What follows belongs to an exercise in optimizing a design on an open flow for small area; a production flow would make more cautious choices.
Only simulation tests tie the RTL to the original design; equivalence was not proved.
Power figures rest on the tool's default switching activity, not on a simulated workload.

== alpha ==
// ALU_TOP
module ALU_TOP #(parameter width = 16)(
    input [width - 1:0] A,
    input [width - 1:0] B,
    input [3:0] ALU_FUN,
    input clk,rst,
    output  [width - 1:0] Arith_OUT,
    output  Carry_OUT,
    output  Arith_Flag,
    output  [width - 1:0] Logic_OUT,
    output  Logic_Flag,
    output  [width - 1:0] CMP_OUT,
    output  CMP_Flag,
    output  [width - 1:0] Shift_OUT,
    output  Shift_Flag
    );
wire [3:0] enables;
wire A_lt_B, A_eq_B;
decoder d0 (ALU_FUN[3:2],enables);
ARITHMATIC_UNIT #(width) d1 (A,B,ALU_FUN,clk,rst,enables[3],Arith_OUT,Carry_OUT,Arith_Flag,A_lt_B,A_eq_B);
Logic_Unit #(width) d2 (A,B,ALU_FUN[1:0],clk,rst,enables[2],Logic_OUT,Logic_Flag);
CMP_Unit #(width) d3 (ALU_FUN[1:0],A_lt_B,A_eq_B,clk,rst,enables[1],CMP_OUT,CMP_Flag);
Shift_Unit #(width) d4 (A,B,ALU_FUN[1:0],clk,rst,enables[0],Shift_OUT,Shift_Flag);
endmodule
For scale: about 1600 cells after synthesis, about 55 flip-flops, about 110 I/O pins, roughly 10000 sq um of cells after synthesis.
Settings: LEC_CHECK=0, CAP_MARGIN=20, CORE_MARGIN=2, CORE_UTILIZATION=60, GPL_TIMING_DRIVEN=0, SLEW_MARGIN=20; clock period 33.0 ns.
standard.sh (not shown) runs the stock make flow with config.mk's settings and CLKGATE_MAP_FILE= SYNTH_SCRIPT=/design/flow/synth_recipe.tcl, a recipe that flattens the netlist after the stock synthesis.
==> flow/flow/run.sh <==
#!/bin/bash
# Own layout flow: the standard flow (standard.sh) with two changes:
#  - synthesis uses flow/my_synth.tcl, which is synth_recipe.tcl plus one step that
#    maps the hm_* gate modules of ARITH_ARRAY onto the matching sky130 cells
#    (flow/hm_map.v) before Yosys's synth, so ABC keeps the array's carry chains;
#  - BUFFER_PORTS_ARGS (if set below) picks the port buffer cell.
# Each tool's full output goes to the ORFS logs under orfs/logs/, and the make
# output to flow_make.log in this folder.
set -euo pipefail
HERE=$(pwd)
export HM_MAP=$HERE/flow/hm_map.v
sed "s#SYNTH_SCRIPT=[^ ]*#SYNTH_SCRIPT=$HERE/flow/my_synth.tcl#" standard.sh > my_standard.sh
grep -q "SYNTH_SCRIPT=$HERE/flow/my_synth.tcl" my_standard.sh
ARGS=()
if [ -f flow/buffer_ports_args ]; then ARGS+=("BUFFER_PORTS_ARGS=$(cat flow/buffer_ports_args)"); fi
bash my_standard.sh "${ARGS[@]}" finish > flow_make.log 2>&1
==> flow/flow/buffer_ports_args <==
-buffer_cell sky130_fd_sc_hd__buf_1
Other scripts of this flow, unchanged in this note and not shown: flow/flow/hm_map.v, flow/flow/my_synth.tcl
### alpha -> beta
Settings: CORE_UTILIZATION now 40, was 60.
Results
beta: flow completed, timing, DRC and antenna clean
Relative to alpha, growth of design area from synthesis to finish has increased by 1.5 points in beta.
Maximum number of pins on one net before global-route repair: alpha and beta compared, higher one is alpha
Run comparison: beta library cell contributing the largest single delay on the critical path or3_1; alpha library cell contributing the largest single delay on the critical path mux2i_2
In beta, the ratio of final minimum period to clock period came out 0.72 points below the value in alpha.
beta vs. alpha: starting DRC count in detailed routing lower; final area went up by about 1.2%; maximum operating frequency rose by 0.75%.
For gamma, these inputs were changed with respect to beta:
Settings: a deleted GPL_TIMING_DRIVEN that had been 0.
removed: flow/flow/buffer_ports_args
==> summary.txt <==
Clock buffer count is lower on beta
Summary of gamma over beta: signed area change from the synthesized netlist to the final layout moved down; routed wire length on met2 moved down; sequential power level; synthesized area level.
Global-route wire length before repair (gamma over beta): increase, about 1.5%
Taking beta as the reference point, the fraction of final layout cells sized beyond drive strength 1 of gamma falls by 1.9 points.
Total number of sequential cells came out exactly the same in beta and gamma.
Here is what was changed in the inputs of delta compared with gamma.
Settings: PLACE_DENSITY now 0.75, previously not set.
==> flow/flow/buffer_ports_args (new file) <==
-buffer_cell sky130_fd_sc_hd__buf_1
Findings:
delta completed every stage of the flow, and the final layout passed the timing, DRC and antenna checks.
Taking gamma as the reference, in delta post-placement cell count has decreased, global-route usage over all layers now smaller, sequential share of layout area shows an increase of 0.67 points, first-pass GRT wire length -about 6%, total design power went down.
Summary: total via count after detailed routing, delta worse than gamma
Count of buffers not belonging to the clock network in the layout: delta < gamma
Compared with gamma, placement density in the core of delta is lower.
Of the two candidates, gamma has the worse placed wire-length estimate and delta the better one.
Sort delta and gamma by critical path depth, ascending, and gamma comes first.
The lower cell-internal power came out of delta.

* * *

Another version of the RTL of ALU_TOP (not shown whole).
For scale: roughly 1,600 cells after synthesis, ~55 flip-flops, about 110 I/O pins, ~9800 µm² of cells after synthesis.
Design ALU_TOP, start of the top module:
module ALU_TOP #(parameter width = 16)(
    input [width - 1:0] A,
    input [width - 1:0] B,
    input [3:0] ALU_FUN,
    input clk,rst,
    output  [width - 1:0] Arith_OUT,
    output  Carry_OUT,
    output  Arith_Flag,
    output  [width - 1:0] Logic_OUT,
    output  Logic_Flag,
    output  [width - 1:0] CMP_OUT,
    output  CMP_Flag,
    output  [width - 1:0] Shift_OUT,
    output  Shift_Flag
    );
export LEC_CHECK = 0
export CAP_MARGIN = 10
export CORE_MARGIN = 2
export CORE_UTILIZATION = 40
export CTS_BUF_LIST = sky130_fd_sc_hd__clkbuf_4 sky130_fd_sc_hd__clkbuf_8
export PLACE_DENSITY = 0.85
export SETUP_SLACK_MARGIN = -1.3
export SLEW_MARGIN = 10
create_clock -name core_clock -period 33.0 [get_ports {clk}]
==> flow/flow/buffer_ports_args <==
-buffer_cell sky130_fd_sc_hd__buf_1
==> flow/flow/hm_map.v <==
module hm_nand2 (A, B, Y);
  input A, B;
  output Y;
  sky130_fd_sc_hd__nand2_1 _TECHMAP_REPLACE_ (.A(A), .B(B), .Y(Y));
endmodule

module hm_nor2 (A, B, Y);
  input A, B;
  output Y;
  sky130_fd_sc_hd__nor2_1 _TECHMAP_REPLACE_ (.A(A), .B(B), .Y(Y));
endmodule

module hm_xor2 (A, B, X);
  input A, B;
  output X;
  sky130_fd_sc_hd__xor2_1 _TECHMAP_REPLACE_ (.A(A), .B(B), .X(X));
endmodule

module hm_xnor2 (A, B, Y);
  input A, B;
  output Y;
  sky130_fd_sc_hd__xnor2_1 _TECHMAP_REPLACE_ (.A(A), .B(B), .Y(Y));
endmodule

module hm_a21oi (A1, A2, B1, Y);
  input A1, A2, B1;
  output Y;
  sky130_fd_sc_hd__a21oi_1 _TECHMAP_REPLACE_ (.A1(A1), .A2(A2), .B1(B1), .Y(Y));
endmodule

module hm_o21ai (A1, A2, B1, Y);
  input A1, A2, B1;
  output Y;
  sky130_fd_sc_hd__o21ai_1 _TECHMAP_REPLACE_ (.A1(A1), .A2(A2), .B1(B1), .Y(Y));
endmodule

module hm_inv (A, Y);
  input A;
  output Y;
  sky130_fd_sc_hd__inv_1 _TECHMAP_REPLACE_ (.A(A), .Y(Y));
endmodule

module hm_mux2i (A0, A1, S, Y);
  input A0, A1, S;
  output Y;
  sky130_fd_sc_hd__mux2i_1 _TECHMAP_REPLACE_ (.A0(A0), .A1(A1), .S(S), .Y(Y));
endmodule

module hm_a22o (A1, A2, B1, B2, X);
  input A1, A2, B1, B2;
  output X;
  sky130_fd_sc_hd__a22o_1 _TECHMAP_REPLACE_ (.A1(A1), .A2(A2), .B1(B1), .B2(B2), .X(X));
endmodule

module hm_nor2b (A, B_N, Y);
  input A, B_N;
  output Y;
  sky130_fd_sc_hd__nor2b_1 _TECHMAP_REPLACE_ (.A(A), .B_N(B_N), .Y(Y));
endmodule

module hm_a2bb2o (A1_N, A2_N, B1, B2, X);
  input A1_N, A2_N, B1, B2;
  output X;
  sky130_fd_sc_hd__a2bb2o_1 _TECHMAP_REPLACE_ (.A1_N(A1_N), .A2_N(A2_N), .B1(B1), .B2(B2), .X(X));
endmodule
==> flow/flow/my_synth.tcl <==
# Standard synthesis (synth_recipe.tcl) with one extra step: before Yosys's synth
# command, the small gate modules hm_* of ARITH_ARRAY are replaced by the
# matching sky130 cells (flow/hm_map.v), so that ABC keeps the array's structure.
set ::hm_done 0
proc synth {args} {
  if {!$::hm_done} {
    set ::hm_done 1
    yosys techmap -map $::env(HM_MAP)
  }
  yosys synth -nofsm -noshare {*}$args
}
source $::env(SCRIPTS_DIR)/synth.tcl
# left out here: clear keep_hierarchy, flatten, clean up, hide names made inside functions, write 1_2_yosys.v
Scripts as last shown in full above: flow/flow/run.sh
Then changed:
CAP_MARGIN = 20   (was 10)
SLEW_MARGIN = 20   (was 10)
=> Final cell count is unchanged. First-iteration DRC count does not change. Sequential power stays flat. Utilization does not change. Power does not change. Clock power hardly moves. Via count is unchanged. Synthesized area does not change.
Then changed:
SETUP_SLACK_MARGIN = -0.5   (was -1.3)
Result:
- cell count is about the same
- worst setup slack improves by 0.61 ns
- final area increases by 0.69%
- total power increases by 1.2%

* * *

== exp/ember ==
RTL: one of the versions met above, not the one the previous note started from.
For scale: roughly 55 flip-flops, roughly 110 I/O pins, roughly 10,000 um2 of cells after synthesis.
clock: 33.0 ns
lec_check: 0
cap_margin: 20
core_margin: 2
core_utilization: 40
setup_slack_margin: -1.0
slew_margin: 20
==> flow/flow/hm_map.v <==
module hm_nand2 (A, B, Y);
  input A, B;
  output Y;
  sky130_fd_sc_hd__nand2_1 _TECHMAP_REPLACE_ (.A(A), .B(B), .Y(Y));
endmodule

module hm_nor2 (A, B, Y);
  input A, B;
  output Y;
  sky130_fd_sc_hd__nor2_1 _TECHMAP_REPLACE_ (.A(A), .B(B), .Y(Y));
endmodule

module hm_xor2 (A, B, X);
  input A, B;
  output X;
  sky130_fd_sc_hd__xor2_1 _TECHMAP_REPLACE_ (.A(A), .B(B), .X(X));
endmodule

module hm_xnor2 (A, B, Y);
  input A, B;
  output Y;
  sky130_fd_sc_hd__xnor2_1 _TECHMAP_REPLACE_ (.A(A), .B(B), .Y(Y));
endmodule

module hm_a21oi (A1, A2, B1, Y);
  input A1, A2, B1;
  output Y;
  sky130_fd_sc_hd__a21oi_1 _TECHMAP_REPLACE_ (.A1(A1), .A2(A2), .B1(B1), .Y(Y));
endmodule

module hm_o21ai (A1, A2, B1, Y);
  input A1, A2, B1;
  output Y;
  sky130_fd_sc_hd__o21ai_1 _TECHMAP_REPLACE_ (.A1(A1), .A2(A2), .B1(B1), .Y(Y));
endmodule

module hm_inv (A, Y);
  input A;
  output Y;
  sky130_fd_sc_hd__inv_1 _TECHMAP_REPLACE_ (.A(A), .Y(Y));
endmodule

module hm_mux2i (A0, A1, S, Y);
  input A0, A1, S;
  output Y;
  sky130_fd_sc_hd__mux2i_1 _TECHMAP_REPLACE_ (.A0(A0), .A1(A1), .S(S), .Y(Y));
endmodule
Scripts as last shown in full above: flow/flow/run.sh, flow/flow/buffer_ports_args, flow/flow/my_synth.tcl
exp/ember has completed all stages; timing, DRC and antenna checks passed.
diff inputs: exp/ember => exp/pepper
- PLACE_DENSITY newly set to 0.75
Findings:
When the final numbers for exp/ember and exp/pepper were put side by side, the share of the cycle needed by the critical path after routing turned out to be greater in exp/pepper. Between exp/ember and exp/pepper, the flow reports number of nets in the final layout decreasing slightly. Compared with exp/ember, in exp/pepper number of standard cells in the final layout excluding fillers dropped 7, design area -about 0.9%. Highest signal layer in the routed design: met4 -> exp/pepper, met5 -> exp/ember. exp/pepper: per-cell routed wire length is 0.53 um lower than what exp/ember reported. | area added between synthesis and finish | lower: exp/pepper |. exp/pepper vs. exp/ember: via-per-instance ratio went up by about 1.6%; power down 0.36%; synthesized-area fraction occupied by and/or/nand/nor cells flat.

-- port drivers added, routing unchanged --
The flow's constraints put no driver on any port. The routed layouts listed below were extracted and timed again, unchanged, in two steps.
Step 1 sets driving cells, clkbuf_16 on the clock port and buf_2 on the other inputs (assumed; they add their load-dependent delay and slew).
Step 2 moves the port delays by t, midway between the first and last clock arrival at a register: inputs arrive t later, outputs are due t later. That takes back most of the time a late clock gives input paths.
Three values: ideal, step 1, step 2; two values: the first two.
run	shift t [ns]	setup WS [ns]	clock arrival spread, ns
alpha	0.328	0.927 / 0.940 / 0.613	0.008 / 0.007
beta	0.318	1.166 / 1.170 / 0.852	0.010 / 0.010
gamma	0.322	1.858 / 1.857 / 1.535	0.010 / 0.010
delta	0.329	1.599 / 1.612 / 1.283	0.004 / 0.004
the first run of note 2	0.368	1.327 / 1.348 / 0.980	0.012 / 0.012
the second run of note 2	0.368	1.327 / 1.348 / 0.980	0.012 / 0.012
the third run of note 2	0.367	1.935 / 1.955 / 1.588	0.011 / 0.011
exp/ember	0.315	1.263 / 1.256 / 0.942	0.004 / 0.005
exp/pepper	0.329	1.140 / 1.154 / 0.825	0.006 / 0.006
After both steps every run listed still meets setup and hold.
